What follows belongs to an exercise in optimizing a design on an open flow for small area, a short achievable clock period and few clock cycles per item; a production flow would make more cautious choices.
At most, simulation tests tie the RTL to the original design; equivalence was not proved.
The clock port is modelled as an ideal driver, which makes a skipped or thinned clock tree look cheaper than it is; a real chip needs a root buffer or a tree.
Power figures rest on the tool's default switching activity, not on a simulated workload.

## fc_layer
module fc_layer #(
    parameter IN_SIZE = 75,
    parameter OUT_SIZE = 10,
    parameter DATA_WIDTH = 16
)(
    input  wire clk,
    input  wire reset_n,
    input  wire start_fc,
    input  wire data_valid,
    input  wire signed [DATA_WIDTH-1:0] map_in_serial,
    input  wire signed [DATA_WIDTH-1:0] weight_serial,
    input  wire signed [DATA_WIDTH-1:0] bias_serial,
    output reg finish_fc,
    output reg signed [DATA_WIDTH-1:0] predict_out,
    output reg predict_out_valid
);
For scale: roughly 2,600 cells after synthesis, ~70 I/O pins, ~52,000 um^2 of cells after synthesis.
export LEC_CHECK = 0
export CAP_MARGIN = 20
export CORE_MARGIN = 2
export CORE_UTILIZATION = 50
export CTS_CLUSTER_DIAMETER = 100
export CTS_CLUSTER_SIZE = 30
export PLACE_DENSITY = 0.6
export SLEW_MARGIN = 20
export SYNTH_MEMORY_MAX_BITS = 16384
create_clock -name core_clock -period 15.0 [get_ports {clk}]
standard.sh (not shown) runs the stock make flow with config.mk's settings and CLKGATE_MAP_FILE= SYNTH_SCRIPT=/design/flow/synth_recipe.tcl, a recipe that flattens the netlist after the stock synthesis.
==> flow/flow/run.sh <==
#!/bin/bash
# Standard ORFS layout (the standard.sh, unchanged synthesis and steps).
# Only difference: the resizer's repair_timing is asked for a setup margin,
# so it works on paths well below the 15 ns period, and ABC maps for a
# shorter period. The SDC (period, I/O delays, loads) is not changed.
set -euo pipefail
bash standard.sh SETUP_SLACK_MARGIN=11.0 ABC_CLOCK_PERIOD_IN_PS=3800 finish > standard_flow.log 2>&1
Testbench counts at the start, summed over its fixed seeds: cycles 53,504, images 64.
Next try:
--- a/flow/design.v
+++ b/flow/design.v
@@ -15,40 +15,45 @@
     output reg signed [DATA_WIDTH-1:0] predict_out,
     output reg predict_out_valid
 );
     localparam IDLE = 2'd0, LD_X = 2'd1, LD_W = 2'd2, LD_B = 2'd3;
     reg [1:0] phase;
     reg [6:0] cnt_i;      
     reg [3:0] cnt_o;      
+    reg ring_en;          
+    reg ring_ld;          
     reg en;               
     reg first;            
     reg lastp;            
     reg push;             
     reg push2;            
-    wire ld_x = data_valid && (phase == LD_X);
-    wire ld_w = data_valid && (phase == LD_W);
+    reg [15:0] d;         
     wire ld_b = data_valid && (phase == LD_B);
     wire last_b = (cnt_o == OUT_SIZE-1);
     reg [7:0] neg, one, two;
     always @(posedge clk or negedge reset_n) begin
         if (!reset_n) begin
             phase <= IDLE;
             cnt_i <= 7'd0;
             cnt_o <= 4'd0;
+            ring_en <= 1'b0;
+            ring_ld <= 1'b0;
             en <= 1'b0;
             first <= 1'b0;
             lastp <= 1'b0;
             push <= 1'b0;
             push2 <= 1'b0;
             predict_out_valid <= 1'b0;
             finish_fc <= 1'b0;
         end else begin
-            en <= ld_w;
-            first <= ld_w && (cnt_i == 7'd0);
-            lastp <= ld_w && (cnt_i == IN_SIZE-1) && (cnt_o != OUT_SIZE-1);
+            ring_en <= data_valid && (phase == LD_X || phase == LD_W);
+            ring_ld <= (phase == LD_X);
+            en <= data_valid && (phase == LD_W);
+            first <= data_valid && (phase == LD_W) && (cnt_i == 7'd0);
+            lastp <= data_valid && (phase == LD_W) && (cnt_i == IN_SIZE-1) && (cnt_o != OUT_SIZE-1);
             push <= lastp;
             push2 <= push;
             predict_out_valid <= ld_b;
             finish_fc <= ld_b && last_b;
             if (start_fc) begin
                 phase <= LD_X;
                 cnt_i <= 7'd0;
@@ -81,28 +86,31 @@
                             cnt_o <= cnt_o + 4'd1;
                     end
                     default: ;
                 endcase
             end
         end
     end
-    wire [15:0] wv = ld_w ? weight_serial : 16'd0;
+    always @(posedge clk) begin
+        d <= map_in_serial;
+    end
+    wire [15:0] wv = (data_valid && phase == LD_W) ? weight_serial : 16'd0;
     wire [16:0] wx = {wv, 1'b0};
     integer b;
     always @(posedge clk)
         for (b = 0; b < 8; b = b + 1) begin
             neg[b] <= wx[2*b+2];
             one[b] <= wx[2*b+1] ^ wx[2*b];
             two[b] <= (wx[2*b+2] & ~wx[2*b+1] & ~wx[2*b]) | (~wx[2*b+2] & wx[2*b+1] & wx[2*b]);
         end
     reg [16*IN_SIZE-1:0] ring;
-    wire [15:0] x = ring[16*IN_SIZE-1:16*IN_SIZE-16];
+    wire [15:0] x = ring[15:0];
     always @(posedge clk)
-        if (ld_x || ld_w)
-            ring <= {ld_x ? map_in_serial : ring[15:0], ring[16*IN_SIZE-1:16]};
+        if (ring_en)
+            ring <= {ring_ld ? d : x, ring[16*IN_SIZE-1:16]};
     reg [28:0] acc_s, acc_c;
     wire [28:0] as_ = first ? 29'd1638400 : acc_s;
     wire [28:0] ac_ = first ? 29'd0 : acc_c;
     wire pp1;
     wire pp2;
     wire pp3;
     wire pp4;
The changed run completed without violations.
Worst setup slack degrades by 0.22 ns.
Global-route usage fell by 0.76 points.
Design area fell by about 1.4%.
Register-to-register slack stays flat.
Power rises by 0.73%.
Count of clock-buffer cells in the layout goes up by 15.
Only the layout flow was run in the second run of this note; the RTL was not checked for function there.

* * *

Another version of the RTL of fc_layer (not shown whole).
Size in the first run: ~70 I/O pins, about 52000 um^2 of cells after synthesis.
export LEC_CHECK = 0
export CAP_MARGIN = 20
export CORE_MARGIN = 2
export CORE_UTILIZATION = 65
export CTS_CLUSTER_DIAMETER = 100
export CTS_CLUSTER_SIZE = 30
export PLACE_DENSITY = 0.75
export SLEW_MARGIN = 20
export SYNTH_MEMORY_MAX_BITS = 16384
create_clock -name core_clock -period 15.0 [get_ports {clk}]
==> flow/flow/run.sh <==
#!/bin/bash
# Standard ORFS layout (the standard.sh: ORFS synthesis and steps).
# Differences:
# - synthesis skips Yosys's early "abc -fast" (SYNTH_ARGS=-noabc), so the
#   full adders written out in the RTL are extracted without inverters
#   between them; registers (names and cells) are the same as the standard
#   synthesis, and ORFS's own ABC mapping still runs;
# - the resizer's repair_timing is asked for a setup margin, so it works on
#   paths well below the 15 ns period; ABC maps for a shorter period;
# - ports get buf_1 buffers (the resizer upsizes them where timing needs it);
# - CTS inserts no dummy loads;
set -euo pipefail
VARS=(SYNTH_ARGS=-noabc SETUP_SLACK_MARGIN=11.2 ABC_CLOCK_PERIOD_IN_PS=3800
  "BUFFER_PORTS_ARGS=-buffer_cell sky130_fd_sc_hd__buf_1"
  "CTS_ARGS=-sink_clustering_enable -repair_clock_nets -sink_clustering_size 30 -sink_clustering_max_diameter 100 -dont_use_dummy_load")
bash standard.sh "${VARS[@]}" cts > standard_flow_cts.log 2>&1
ODB=orfs/results/sky130hd/fc_layer/base/4_cts.odb CLK_PORT=clk \
  openroad -no_init -exit flow/noroot.tcl > noroot.log 2>&1
bash standard.sh "${VARS[@]}" finish > standard_flow_finish.log 2>&1
==> flow/flow/noroot.tcl <==
read_db $::env(ODB)
set block [ord::get_db_block]
set clkport [$block findBTerm $::env(CLK_PORT)]
set clknet [$clkport getNet]
set its [$clknet getITerms]
puts "noroot: clock port net [$clknet getName] has [llength $its] cell pins"
if {[llength $its] != 1} { puts "noroot: unexpected, leaving the tree as it is"; exit 0 }
set rootA [lindex $its 0]
set root [$rootA getInst]
set master [[$root getMaster] getName]
if {![string match "sky130_fd_sc_hd__clkbuf_*" $master]} { puts "noroot: root is $master, leaving"; exit 0 }
set rootX [$root findITerm X]
set net0 [$rootX getNet]
set sinks {}
foreach it [$net0 getITerms] {
  if {[$it getInst] ne $root} { lappend sinks $it }
}
puts "noroot: root [$root getName] ($master) drives [llength $sinks] pins"
if {[llength $sinks] > 4 || [llength [$net0 getBTerms]] > 0} { puts "noroot: too many, leaving"; exit 0 }
foreach it $sinks {
  set m [[[$it getInst] getMaster] getName]
  if {![string match "sky130_fd_sc_hd__clkbuf_*" $m]} { puts "noroot: sink is $m, leaving"; exit 0 }
}
foreach it $sinks {
  $it disconnect
  $it connect $clknet
}
$rootA disconnect
$rootX disconnect
odb::dbInst_destroy $root
odb::dbNet_destroy $net0
puts "noroot: clock port now drives [llength [$clknet getITerms]] pins"
write_db $::env(ODB)
Testbench counts at the start, summed over its fixed seeds: cycles 53,568, images 64.
Next try:
--- a/flow/design.v
+++ b/flow/design.v
@@ -52,52 +52,58 @@
                         co_now = last_o ? 4'd0 : cnt_o + 4'd1;
                         if (last_o) ph_now = LD_B;
                     end
                 end
                 LD_B: begin
                     co_now = last_o ? 4'd0 : cnt_o + 4'd1;
                     if (last_o) ph_now = IDLE;
                 end
                 default: ;
             endcase
         end
     end
-    wire is_x = (ph_now == LD_X);
-    wire is_w = (ph_now == LD_W);
-    wire is_b = (ph_now == LD_B);
+    wire p_x = (phase == LD_X);
+    wire p_w = (phase == LD_W);
+    wire p_b = (phase == LD_B);
+    wire is_x = p_x & ~(v_r & last_i);
+    wire is_w = (p_w & ~(v_r & last_i & last_o)) | (p_x & v_r & last_i);
+    wire is_b = (p_b & ~(v_r & last_o)) | (p_w & v_r & last_i & last_o);
+    wire first_now = is_w & (v_r ? last_i : (cnt_i == 7'd0));
+    wire last_now = is_w & (v_r ? (cnt_i == IN_SIZE-2) : last_i) & ~last_o;
+    wire b9_now = (v_r & ((p_w & last_i) | p_b)) ? (cnt_o == OUT_SIZE-2) : last_o;
     always @(posedge clk or negedge reset_n) begin
         if (!reset_n) begin
             phase <= IDLE;
             cnt_i <= 7'd0;
             cnt_o <= 4'd0;
             v_r <= 1'b0;
             ring_en <= 1'b0;
             ring_ld <= 1'b0;
             en <= 1'b0;
             first <= 1'b0;
             first_d <= 1'b0;
             lastp <= 1'b0;
             push <= 1'b0;
             bv <= 1'b0;
             b9 <= 1'b0;
         end else begin
             ring_en <= data_valid && (is_x || is_w);
             ring_ld <= is_x;
             en <= data_valid && is_w;
-            first <= data_valid && is_w && (ci_now == 7'd0);
-            lastp <= data_valid && is_w && (ci_now == IN_SIZE-1) && (co_now != OUT_SIZE-1);
+            first <= data_valid && first_now;
+            lastp <= data_valid && last_now;
             push <= lastp;
             first_d <= first;
             bv <= data_valid && is_b;
-            b9 <= (co_now == OUT_SIZE-1);
+            b9 <= b9_now;
             if (start_fc) begin
                 phase <= LD_X;
                 cnt_i <= 7'd0;
                 cnt_o <= 4'd0;
                 v_r <= 1'b0;
             end else begin
                 phase <= ph_now;
                 cnt_i <= ci_now;
                 cnt_o <= co_now;
                 v_r <= data_valid && (ph_now != IDLE);
             end
         end
What happened: The new run produced a clean layout. Total power fell by a few percent. Global-route usage rose by 1.1 points. Via count rose slightly. Clock skew fell by 0.0072 ns. Synthesized cell count rose slightly. Worst hold slack got worse by 0.0053 ns. Non-clock buffer count fell by 6. Critical path depth is unchanged. Setup slack got worse by 0.028 ns. Die area rose slightly. Routed wire length rose by a few percent. First-iteration DRC count fell by a few percent. Fmax fell slightly. Area after synthesis rose slightly.
Testbench counts after the change, summed over its fixed seeds: cycles 53,568, images 64.

## what the ideal ports hide
How much do the figures lean on ideal ports? The routed layouts below were timed once more, with nothing changed but the port constraints.
Step 1 assumes that a clkbuf_16 drives the clock port and a buf_2 every other input.
Step 2, shift: input delay + t, output delay - t, t = (earliest + latest rising clock arrival at the registers) / 2. This alone moves slack from input paths to output paths.
Three values: ideal ports, drivers, drivers and shift; two values: the first two.
run	t, ns	setup slack, ns	worst slew at a driven data input, ns
the first run of note 1	0.751	10.761 / 10.690 / 10.258	0.13
the second run of note 1	0.762	10.544 / 10.583 / 9.821	0.10
the first run of note 2	0.557	11.090 / 10.965 / 10.803	0.14
the second run of note 2	0.562	11.062 / 10.945 / 10.820	0.07
After both steps setup and hold are still met in every run listed. The setup slack of the second run of note 1, which loses most, moves by +0.039 ns with the drivers and by -0.723 ns with both steps.
